Source: an optimization exercise on an open RTL-to-GDS flow (aim: small area). Production flows keep margins and buffers that such runs may drop. Only simulation tests tie the RTL to the original design; equivalence was not proved. The flow treats the clock pin as an ideal source, which a real chip does not have. Power and IR drop assume default switching activity.

// UART
module UART(
    input clk,
    input rst,
    input start,
    output tx,
    input rx,
    output reg [7:0] rxdata,
    output Rxflag
    );
    localparam [13:0] C_START = 14'd5147, C_TERM = 14'd4416, C_MASK = 14'd10943, C_POL = 14'd5461;
    localparam [12:0] R_START = 13'd1089, R_TERM = 13'd281, R_MASK = 13'd3815, R_POL = 13'd2730;
    reg p0;
    reg [3:0] m;
    wire idle = ~p0 & (m == 4'd0);
    wire m10 = m[3] & m[1];                  
    assign tx = ~(m[0] | m[2]);             
    reg [13:0] cq;
    wire [13:0] c = cq ^ C_POL;
    wire cterm = (c & C_MASK) == (C_TERM & C_MASK);
    wire cclr = rst | idle | cterm;
    wire [13:0] c_nx = cclr ? C_START : {c[12:0], c[12] ^ c[13]};
    reg bitdone;
    always @(posedge clk) begin
        cq <= c_nx ^ C_POL;
        bitdone <= ~rst & ~idle & cterm;
    end
    always @(posedge clk) begin
        p0 <= ~rst & ((idle & start) | (bitdone & ~m10));
        if (rst | (bitdone & m10)) m <= 4'd0;
        else if (p0) m <= m + 4'd1;
    end
    localparam [3:0] RFLAG = 4'd9, RIDLE = 4'd11;
    reg rcnt;
    reg [3:0] rindex;
    wire ridle = rindex[3] & rindex[0];      
    wire r8 = rindex[3] & ~rindex[0];
    assign Rxflag = ridle & ~rindex[1];
    wire counting = ~ridle & rcnt;
    reg [12:0] rq;
    wire [12:0] r = rq ^ R_POL;
    wire rterm = (r & R_MASK) == (R_TERM & R_MASK);
    wire [12:0] r_nx = (rst | ~counting | rterm) ? R_START : {r[11:0], r[11] ^ r[12]};
    always @(posedge clk) rq <= r_nx ^ R_POL;
    wire rsh = ~rst & counting & ~r8 & rterm;
    wire rhd = ~rst & ~ridle & ~rsh;
  ...
Size: about 140 cells after synthesis, roughly 46 flip-flops, roughly 14 I/O pins, ~0.0014 mm² of cells after synthesis.
==> module UART, before the edit <==
module UART(
    input clk,
    input rst,
    input start,
    output tx,
    input rx,
    output reg [7:0] rxdata,
    output Rxflag
    );
    localparam [13:0] C_START = 14'd5147, C_TERM = 14'd4416, C_MASK = 14'd10943, C_POL = 14'd5461;
    localparam [12:0] R_START = 13'd1089, R_TERM = 13'd281, R_MASK = 13'd3815, R_POL = 13'd2730;
    reg p0;
    reg [3:0] m;
    wire idle = ~p0 & (m == 4'd0);
    wire m10 = m[3] & m[1];                  
    assign tx = ~(m[0] | m[2]);             
    reg [13:0] cq;
    wire [13:0] c = cq ^ C_POL;
    wire cterm = (c & C_MASK) == (C_TERM & C_MASK);
    wire cclr = rst | idle | cterm;
    wire [13:0] c_nx = cclr ? C_START : {c[12:0], c[12] ^ c[13]};
    reg bitdone;
    always @(posedge clk) begin
        cq <= c_nx ^ C_POL;
        bitdone <= ~rst & ~idle & cterm;
    end
    always @(posedge clk) begin
        p0 <= ~rst & ((idle & start) | (bitdone & ~m10));
        if (rst | (bitdone & m10)) m <= 4'd0;
        else if (p0) m <= m + 4'd1;
    end
    localparam [3:0] RFLAG = 4'd9, RIDLE = 4'd11;
    reg rcnt;
    reg [3:0] rindex;
    wire ridle = rindex[3] & rindex[0];      
    wire r8 = rindex[3] & ~rindex[0];
    assign Rxflag = ridle & ~rindex[1];
    wire counting = ~ridle & rcnt;
    reg [12:0] rq;
    wire [12:0] r = rq ^ R_POL;
    wire rterm = (r & R_MASK) == (R_TERM & R_MASK);
    wire [12:0] r_nx = (rst | ~counting | rterm) ? R_START : {r[11:0], r[11] ^ r[12]};
    always @(posedge clk) rq <= r_nx ^ R_POL;
    wire rsh = ~rst & counting & ~r8 & rterm;
    wire rhd = ~rst & ~ridle & ~rsh;
    always @(posedge clk)
        rxdata <= ({8{rsh}} & {rx, rxdata[7:1]}) | ({8{rhd}} & rxdata);
    always @(posedge clk)
    if (rst) begin
        rindex <= RIDLE;
        rcnt <= 1'b0;
    end else if (ridle) begin
        rcnt <= 1'b0;
        rindex <= rx ? RIDLE : 4'd0;
    end else if (!rcnt) begin
        if (bitdone) rcnt <= 1'b1;
    end else if (r8) begin
        rindex <= RFLAG;
    end else if (rterm) begin
        rindex <= rindex + 4'd1;
        rcnt <= 1'b0;
    end
endmodule
==> flow/config.mk <==
export PLATFORM = sky130hd
export DESIGN_NAME = UART
export DESIGN_NICKNAME = UART
export VERILOG_FILES = /design/flow/design.v
export SDC_FILE = /design/flow/constraint.sdc
export NUM_CORES = 4
export LEC_CHECK = 0
export CAP_MARGIN = 20
export CORE_MARGIN = 2
export CORE_UTILIZATION = 40
export PLACE_DENSITY = 0.9
export SLEW_MARGIN = 20
==> flow/constraint.sdc <==
create_clock -name core_clock -period 10.0 [get_ports {clk}]
set_input_delay 2.0000 -clock core_clock [delete_from_list [all_inputs] [get_ports {clk}]]
set_output_delay 2.0000 -clock core_clock [all_outputs]
set_load 0.01 [all_outputs]
standard.sh (not shown) runs the stock make flow with config.mk's settings and CLKGATE_MAP_FILE= SYNTH_SCRIPT=/design/flow/synth_recipe.tcl, a recipe that flattens the netlist after the stock synthesis.
==> flow/flow/run.sh <==
#!/bin/bash
# Own layout flow: the standard ORFS flow (standard.sh) with
#  - synthesis: the standard synthesis script, but abc maps with an
#    area-oriented script (flow/area.abc) and no adder extraction;
#    registers, their names and the flattening are unchanged;
#  - port buffers: buf_1 instead of the default choice;
set -euo pipefail
HERE=$(pwd)
{
  head -n 1 synth_recipe.tcl
  cat <<EOF
proc abc {args} {
  set i [lsearch -exact \$args -script]
  if {\$i >= 0} { lset args [expr {\$i+1}] $HERE/flow/area.abc }
  yosys abc {*}\$args
}
EOF
  tail -n +2 synth_recipe.tcl
} > area_synth.tcl
export ADDER_MAP_FILE=
bash standard.sh SYNTH_SCRIPT=$HERE/area_synth.tcl \
  "BUFFER_PORTS_ARGS=-buffer_cell sky130_fd_sc_hd__buf_1" \
  "CTS_ARGS=-sink_clustering_enable -repair_clock_nets -dont_use_dummy_load -buf_list sky130_fd_sc_hd__clkbuf_4" \
  POST_CTS_TCL=$HERE/flow/post_cts.tcl \
  finish > flow.log 2>&1
Other scripts of this flow, unchanged in this note and not shown: flow/flow/area.abc, flow/flow/post_cts.tcl
Then changed:
--- a/flow/design.v
+++ b/flow/design.v
@@ -10,5 +10,5 @@
     );
     localparam [13:0] C_START = 14'd5147, C_TERM = 14'd4416, C_MASK = 14'd10943, C_POL = 14'd5461;
-    localparam [12:0] R_START = 13'd1089, R_TERM = 13'd281, R_MASK = 13'd3815, R_POL = 13'd2730;
+    localparam [12:0] R_PRE = 13'd4640, R_PMASK = 13'd4077, R_TERM = 13'd281, R_MASK = 13'd3815, R_POL = 13'd2730;
     reg p0;
     reg [3:0] m;
@@ -32,33 +32,27 @@
     end
     localparam [3:0] RFLAG = 4'd9, RIDLE = 4'd11;
-    reg rcnt;
     reg [3:0] rindex;
     wire ridle = rindex[3] & rindex[0];      
     wire r8 = rindex[3] & ~rindex[0];
     assign Rxflag = ridle & ~rindex[1];
-    wire counting = ~ridle & rcnt;
     reg [12:0] rq;
     wire [12:0] r = rq ^ R_POL;
     wire rterm = (r & R_MASK) == (R_TERM & R_MASK);
-    wire [12:0] r_nx = (rst | ~counting | rterm) ? R_START : {r[11:0], r[11] ^ r[12]};
+    wire rpre = (r & R_PMASK) == (R_PRE & R_PMASK);
+    wire counting = ~ridle & ~rpre;
+    wire [12:0] r_nx = (rst | ridle | rterm | (rpre & ~bitdone)) ? R_PRE : {r[11:0], r[11] ^ r[12]};
     always @(posedge clk) rq <= r_nx ^ R_POL;
-    wire rsh = ~rst & counting & ~r8 & rterm;
+    wire rsh = ~rst & rterm;                
     wire rhd = ~rst & ~ridle & ~rsh;
     always @(posedge clk)
         rxdata <= ({8{rsh}} & {rx, rxdata[7:1]}) | ({8{rhd}} & rxdata);
     always @(posedge clk)
-    if (rst) begin
+    if (rst)
         rindex <= RIDLE;
-        rcnt <= 1'b0;
-    end else if (ridle) begin
-        rcnt <= 1'b0;
+    else if (ridle)
         rindex <= rx ? RIDLE : 4'd0;
-    end else if (!rcnt) begin
-        if (bitdone) rcnt <= 1'b1;
-    end else if (r8) begin
+    else if (counting & r8)
         rindex <= RFLAG;
-    end else if (rterm) begin
+    else if (rterm)
         rindex <= rindex + 4'd1;
-        rcnt <= 1'b0;
-    end
 endmodule
Sequential power increases by 11%.
Flip-flop and latch count decreases by 1.
Final area decreases by 0.41%.
Via count increases by 1.2%.
Synthesized area decreases by 0.90%.
Critical path depth is unchanged.
Setup slack loses 97 ps.
Power increases by 17%.
Routed wire length increases by 1.8%.
Die area decreases by 0.84%.
Combinational power increases by 63%.
Core utilization increases by 0.18 points.
Clock power increases by 4.5%.
Non-clock buffer count does not change.

==> separate check: timing with driven ports <==
No port has a modelled driver above. Below, the same layouts with a new extraction and two added sets of constraints. Step 1: set_driving_cell puts a clkbuf_16 on clk and a buf_2 on each other input, an assumption about the parent block. Step 2 adds t to the input delays and takes it off the output delays; t is the mean of the earliest and latest rising clock arrival at the registers after step 1. Input paths then give back, and output paths get back, about the clock's delay inside the block. Slacks: ideal ports / drivers / drivers and shift; pairs: ideal ports / drivers.
run	t, ns	setup slack, ns	hold slack, ns	worst setup path after step 2	worst slew at a driven data input, ns
the first run	0.502	6.685 / 6.662 / 6.260	0.376 / 0.376 / 0.376	input to register	0.03
the second run	0.499	6.588 / 6.568 / 6.419	0.385 / 0.385 / 0.385	input to register	0.03
After both steps every run listed still meets setup and hold. The setup slack of the first run, which loses most, moves by -0.023 ns with the drivers and by -0.425 ns with both steps.
